This design comes from an exercise in tuning for small area on the open sky130 flow, not from production work.
RTL that was checked went through simulation tests only; none was proved equivalent to the original.
Power is estimated from default activity; no workload was simulated.

==> inputs of job 9434 <==
Design ALU_16_bit, start of the top module:
module ALU_16_bit(
input wire [15:0] A,
input wire [15:0] B,
input wire [3:0] ALU_FUN,
input wire clk,
output reg [15:0] ALU_OUT,
output wire Carry_Flag,
output wire Arith_Flag,
output wire Logic_Flag,
output wire CMP_Flag,
output wire Shift_Flag
);
wire is_add = ALU_FUN == 4'b0000;
wire is_sub = ALU_FUN == 4'b0001;
wire is_mul = ALU_FUN == 4'b0010;
wire is_div = ALU_FUN == 4'b0011;
wire is_as  = ALU_FUN[3:1] == 3'b000;
wire is_shr = ALU_FUN == 4'b1101;
wire is_shl = ALU_FUN == 4'b1110;
wire is_eq  = ALU_FUN == 4'b1010;
wire is_gt  = ALU_FUN == 4'b1011;
wire is_lt  = ALU_FUN == 4'b1100;
assign Arith_Flag = ALU_FUN[3:2] == 2'b00;
assign Logic_Flag = (ALU_FUN[3:2] == 2'b01) | (ALU_FUN[3:1] == 3'b100);
assign CMP_Flag   = is_eq | is_gt | is_lt;
assign Shift_Flag = is_shr | is_shl;
wire as_sub = ~is_add;
wire [15:0] bs = B ^ {16{as_sub}};
wire [16:0] cc;
assign cc[0] = as_sub;
genvar gi;
generate for (gi = 0; gi < 16; gi = gi + 1) begin : cchain
  assign cc[gi+1] = (A[gi] & bs[gi]) | ((A[gi] | bs[gi]) & cc[gi]);
end endgenerate
wire [15:0] as_sum = A ^ bs ^ cc[15:0];
wire ge = cc[16];
wire eq = ~|(A ^ B);
assign Carry_Flag = (is_add & ge) | (is_sub & ~ge);
wire [15:0] nb = ~B;
wire [15:0] zhi;
assign zhi[0] = 1'b1;
generate for (gi = 1; gi < 16; gi = gi + 1) begin : zh
  assign zhi[gi] = zhi[gi-1] & ~B[16-gi];
end endgenerate
wire bnz = |B;
wire [15:0] zd = zhi & {16{is_div & bnz}};
wire [15:0] ma = A & {16{is_mul}};
wire [15:0] q;
assign x16 = A | {16{is_mul}};
wire [15:0] x0;
wire [15:0] x1;
wire [15:0] x2;
wire [15:0] x3;
wire [15:0] x4;
wire [15:0] x5;
wire [15:0] x6;
wire [15:0] x7;
wire [15:0] x8;
wire [15:0] x9;
wire [15:0] x10;
wire [15:0] x11;
wire [15:0] x12;
wire [15:0] x13;
wire [15:0] x14;
wire [15:0] x15;
wire [15:0] x16;
wire co15;
wire r15_g0;
wire r15_t0;
wire r15_s0;
wire sel15;
wire co14;
wire r14_g0;
wire r14_t0;
  ...
Settings: LEC_CHECK=0, ABC_AREA=1, CAP_MARGIN=20, CORE_MARGIN=2, CORE_UTILIZATION=40, SLEW_MARGIN=20; clock period 31.0 ns.
run.sh (not shown) runs the stock make flow with config.mk's settings and CLKGATE_MAP_FILE= SYNTH_SCRIPT=/design/flow/synth_recipe.tcl, a recipe that flattens the netlist after the stock synthesis.
==> inputs of job 125, as changes to job 9434 <==
--- a/flow/design.v
+++ b/flow/design.v
@@ -21,35 +21,33 @@
 wire is_gt  = ALU_FUN == 4'b1011;
 wire is_lt  = ALU_FUN == 4'b1100;
 assign Arith_Flag = ALU_FUN[3:2] == 2'b00;
 assign Logic_Flag = (ALU_FUN[3:2] == 2'b01) | (ALU_FUN[3:1] == 3'b100);
 assign CMP_Flag   = is_eq | is_gt | is_lt;
 assign Shift_Flag = is_shr | is_shl;
-wire as_sub = ~is_add;
-wire [15:0] bs = B ^ {16{as_sub}};
+wire [15:0] ai = A ^ {16{is_add}};
 wire [16:0] cc;
-assign cc[0] = as_sub;
+assign cc[0] = 1'b1;
 genvar gi;
 generate for (gi = 0; gi < 16; gi = gi + 1) begin : cchain
-  assign cc[gi+1] = (A[gi] & bs[gi]) | ((A[gi] | bs[gi]) & cc[gi]);
+  assign cc[gi+1] = (ai[gi] & ~B[gi]) | ((ai[gi] | ~B[gi]) & cc[gi]);
 end endgenerate
-wire [15:0] as_sum = A ^ bs ^ cc[15:0];
 wire ge = cc[16];
 wire eq = ~|(A ^ B);
-assign Carry_Flag = (is_add & ge) | (is_sub & ~ge);
+assign Carry_Flag = is_as & ~ge;
 wire [15:0] nb = ~B;
 wire [15:0] zhi;
 assign zhi[0] = 1'b1;
 generate for (gi = 1; gi < 16; gi = gi + 1) begin : zh
   assign zhi[gi] = zhi[gi-1] & ~B[16-gi];
 end endgenerate
 wire bnz = |B;
 wire [15:0] zd = zhi & {16{is_div & bnz}};
 wire [15:0] ma = A & {16{is_mul}};
 wire [15:0] q;
-assign x16 = A | {16{is_mul}};
+assign x16 = ai | {16{is_mul}};
 wire [15:0] x0;
 wire [15:0] x1;
 wire [15:0] x2;
 wire [15:0] x3;
 wire [15:0] x4;
 wire [15:0] x5;
@@ -624,47 +622,47 @@
 wire r0_s14;
 wire r0_s15;
 wire sel0;
 assign r15_g0 = x16[15] | nb[0];
 assign r15_t0 = x16[15] | nb[0];
 assign co15 = r15_g0;
-assign r15_s0 = x16[15] ^ (nb[0] ^ 1'b1);
+assign r15_s0 = x16[15] ^ nb[0] ^ 1'b1;
 assign q[15] = co15 & zd[15];
 assign sel15 = q[15] | ma[15];
-assign x15[15] = x16[15] ^ (sel15 & (nb[0] ^ 1'b1));
+assign x15[15] = sel15 ? r15_s0 : x16[15];
 assign x15[14:0] = x16[14:0];
 assign r14_g0 = x15[14] | nb[0];
 assign r14_t0 = x15[14] | nb[0];
 assign r14_g1 = x15[15] & nb[1];
 assign r14_t1 = x15[15] | nb[1];
 assign r14_r1_g = r14_g1 | (r14_t1 & r14_g0);
 assign co14 = r14_r1_g;
-assign r14_s0 = x15[14] ^ (nb[0] ^ 1'b1);
-assign r14_s1 = x15[15] ^ (nb[1] ^ r14_g0);
+assign r14_s0 = x15[14] ^ nb[0] ^ 1'b1;
+assign r14_s1 = x15[15] ^ nb[1] ^ r14_g0;
 assign q[14] = co14 & zd[14];
 assign sel14 = q[14] | ma[14];
-assign x14[14] = x15[14] ^ (sel14 & (nb[0] ^ 1'b1));
-assign x14[15] = x15[15] ^ (sel14 & (nb[1] ^ r14_g0));
+assign x14[14] = sel14 ? r14_s0 : x15[14];
+assign x14[15] = sel14 ? r14_s1 : x15[15];
 assign x14[13:0] = x15[13:0];
 assign r13_g0 = x14[13] | nb[0];
 assign r13_t0 = x14[13] | nb[0];
 assign r13_g1 = x14[14] & nb[1];
 assign r13_t1 = x14[14] | nb[1];
 assign r13_g2 = x14[15] & nb[2];
 assign r13_t2 = x14[15] | nb[2];
 assign r13_r1_g = r13_g1 | (r13_t1 & r13_g0);
 assign r13_r2_g = r13_g2 | (r13_t2 & r13_r1_g);
 assign co13 = r13_r2_g;
-assign r13_s0 = x14[13] ^ (nb[0] ^ 1'b1);
-assign r13_s1 = x14[14] ^ (nb[1] ^ r13_g0);
-assign r13_s2 = x14[15] ^ (nb[2] ^ r13_r1_g);
+assign r13_s0 = x14[13] ^ nb[0] ^ 1'b1;
+assign r13_s1 = x14[14] ^ nb[1] ^ r13_g0;
+assign r13_s2 = x14[15] ^ nb[2] ^ r13_r1_g;
 assign q[13] = co13 & zd[13];
 assign sel13 = q[13] | ma[13];
-assign x13[13] = x14[13] ^ (sel13 & (nb[0] ^ 1'b1));
-assign x13[14] = x14[14] ^ (sel13 & (nb[1] ^ r13_g0));
-assign x13[15] = x14[15] ^ (sel13 & (nb[2] ^ r13_r1_g));
+assign x13[13] = sel13 ? r13_s0 : x14[13];
+assign x13[14] = sel13 ? r13_s1 : x14[14];
+assign x13[15] = sel13 ? r13_s2 : x14[15];
 assign x13[12:0] = x14[12:0];
 assign r12_g0 = x13[12] | nb[0];
 assign r12_t0 = x13[12] | nb[0];
 assign r12_g1 = x13[13] & nb[1];
 assign r12_t1 = x13[13] | nb[1];
 assign r12_g2 = x13[14] & nb[2];
@@ -672,22 +670,22 @@
 assign r12_g3 = x13[15] & nb[3];
 assign r12_t3 = x13[15] | nb[3];
 assign r12_r1_g = r12_g1 | (r12_t1 & r12_g0);
 assign r12_r2_g = r12_g2 | (r12_t2 & r12_r1_g);
 assign r12_r3_g = r12_g3 | (r12_t3 & r12_r2_g);
 assign co12 = r12_r3_g;
-assign r12_s0 = x13[12] ^ (nb[0] ^ 1'b1);
-assign r12_s1 = x13[13] ^ (nb[1] ^ r12_g0);
-assign r12_s2 = x13[14] ^ (nb[2] ^ r12_r1_g);
-assign r12_s3 = x13[15] ^ (nb[3] ^ r12_r2_g);
+assign r12_s0 = x13[12] ^ nb[0] ^ 1'b1;
+assign r12_s1 = x13[13] ^ nb[1] ^ r12_g0;
+assign r12_s2 = x13[14] ^ nb[2] ^ r12_r1_g;
+assign r12_s3 = x13[15] ^ nb[3] ^ r12_r2_g;
 assign q[12] = co12 & zd[12];
 assign sel12 = q[12] | ma[12];
-assign x12[12] = x13[12] ^ (sel12 & (nb[0] ^ 1'b1));
-assign x12[13] = x13[13] ^ (sel12 & (nb[1] ^ r12_g0));
-assign x12[14] = x13[14] ^ (sel12 & (nb[2] ^ r12_r1_g));
-assign x12[15] = x13[15] ^ (sel12 & (nb[3] ^ r12_r2_g));
+assign x12[12] = sel12 ? r12_s0 : x13[12];
+assign x12[13] = sel12 ? r12_s1 : x13[13];
+assign x12[14] = sel12 ? r12_s2 : x13[14];
+assign x12[15] = sel12 ? r12_s3 : x13[15];
 assign x12[11:0] = x13[11:0];
 assign r11_g0 = x12[11] | nb[0];
 assign r11_t0 = x12[11] | nb[0];
 assign r11_g1 = x12[12] & nb[1];
 assign r11_t1 = x12[12] | nb[1];
 assign r11_g2 = x12[13] & nb[2];
@@ -1331,13 +1329,13 @@
 assign r0_s11 = x1[11] ^ (nb[11] ^ r0_r10_g);
 assign r0_s12 = x1[12] ^ (nb[12] ^ r0_r11_g);
 assign r0_s13 = x1[13] ^ (nb[13] ^ r0_r12_g);
 assign r0_s14 = x1[14] ^ (nb[14] ^ r0_r13_g);
 assign r0_s15 = x1[15] ^ (nb[15] ^ r0_r14_g);
 assign q[0] = co0 & zd[0];
-assign sel0 = q[0] | ma[0];
+assign sel0 = q[0] | ma[0] | is_as;
 assign x0[0] = x1[0] ^ (sel0 & (nb[0] ^ 1'b1));
 assign x0[1] = x1[1] ^ (sel0 & (nb[1] ^ r0_g0));
 assign x0[2] = x1[2] ^ (sel0 & (nb[2] ^ r0_r1_g));
 assign x0[3] = x1[3] ^ (sel0 & (nb[3] ^ r0_r2_g));
 assign x0[4] = x1[4] ^ (sel0 & (nb[4] ^ r0_r3_g));
 assign x0[5] = x1[5] ^ (sel0 & (nb[5] ^ r0_r4_g));
@@ -1360,15 +1358,14 @@
     3'b111: lg = ~(A | B);
     3'b000: lg = A ^ B;
     default: lg = ~(A ^ B);
   endcase
 end
 wire [15:0] res =
-    (~x0 & {16{is_mul}}) |
+    ((x0 ^ {16{is_mul | is_add}}) & {16{is_mul | is_as}}) |
     q |
-    (as_sum & {16{is_as}}) |
     (lg & {16{Logic_Flag}}) |
     ({1'b0, A[15:1]} & {16{is_shr}}) |
     ({A[14:0], 1'b0} & {16{is_shl}}) |
     {14'b0, (is_gt & ge & ~eq) | (is_lt & ~ge), (is_eq & eq) | (is_lt & ~ge)};
 always @(posedge clk)
   ALU_OUT <= res;
==> flow/flow/run.sh (new file) <==
#!/bin/bash
# The standard layout (standard.sh) unchanged except for the cell that
# buffers the ports: buf_1 instead of ORFS's default choice. make's output
# goes to flow.log here; each ORFS step's to orfs/logs/.
set -euo pipefail
export BUFFER_PORTS_ARGS="-buffer_cell sky130_fd_sc_hd__buf_1"
bash standard.sh > flow.log 2>&1
==> flow/standard.sh (new file) <==
#!/bin/bash
# synth_recipe.tcl (not shown) runs the flow's synth.tcl, then flattens the netlist and writes it again
# the make line also repeats each setting of config.mk as NAME=value (left out here)
make -C /OpenROAD-flow-scripts/flow DESIGN_CONFIG=/design/flow/config.mk WORK_HOME=/design/flow/orfs CLKGATE_MAP_FILE= SYNTH_SCRIPT=/design/flow/synth_recipe.tcl "${@:-finish}"
CAP_MARGIN = 0   (was 20)
CTS_BUF_LIST = sky130_fd_sc_hd__clkbuf_4   (was unset)
SLEW_MARGIN = 0   (was 20)
removed: flow/run.sh
==> out/results.txt <==
The fraction of the cycle the final worst path needs works out to 0.914. The flow ran to the end and the layout has no timing, DRC or antenna violations. The die covers 25500 um2. Compared with the post-synthesis result, the final layout area differs by 4.37%. The area of the multi-input gates was 7980 um2; the data required time at the worst endpoint was 31.15 ns. The fraction of area in clock buffers and inverters was 0.00260. For the internal cell power, the log shows 0.0994 mW.
That was job 125.
==> out/results.txt <==
Fraction of the cycle the final worst path needs: 0.850. Cell internal power was estimated by the tool at 0.114 mW. Including well taps, the total number of placed cells is 2016. The floorplan step defined a die boundary enclosing 26900 um2.

The run finished with no timing, DRC or antenna violations. Dominant combinational cell family by area after synthesis: simple AND/OR/NAND/NOR gates. After synthesis, the netlist uses 51 different library cells.

The area of the multi-input gates came out at 8210 um2. Counting both buffers and inverters, the worst setup path holds a total of 8. The area added between synthesis and finish was 3.66%; the fraction of area in clock buffers and inverters was 0.00707.
That was job 9434.
The RTL of job 125 was laid out without a check of its function.

[static timing again, ports no longer ideal]
In the flow no input, the clock included, has a driving cell. The finished layouts below were timed again as built, in two steps.
Step 1: set_driving_cell puts a clkbuf_16 on clk and a buf_2 on each other input, an assumption about the parent block.
Step 2 moves the port delays by t, midway between the first and last clock arrival at a register: inputs arrive t later, outputs are due t later. That takes back most of the time a late clock gives input paths.
Three values: ideal ports, drivers, drivers and shift; two values: the first two.
run	t (ns)	setup slack, ns	worst setup path at the end	latest minus earliest clock arrival (ns)
job 9434	0.279	4.653 / 4.660 / 4.381	input to register	0.004 / 0.004
job 125	0.313	2.681 / 2.684 / 2.371	input to register	0.011 / 0.010
After both steps every run listed still meets setup and hold. For job 125, which loses most, drivers alone change the setup slack by +0.003 ns; drivers and shift together by -0.310 ns.
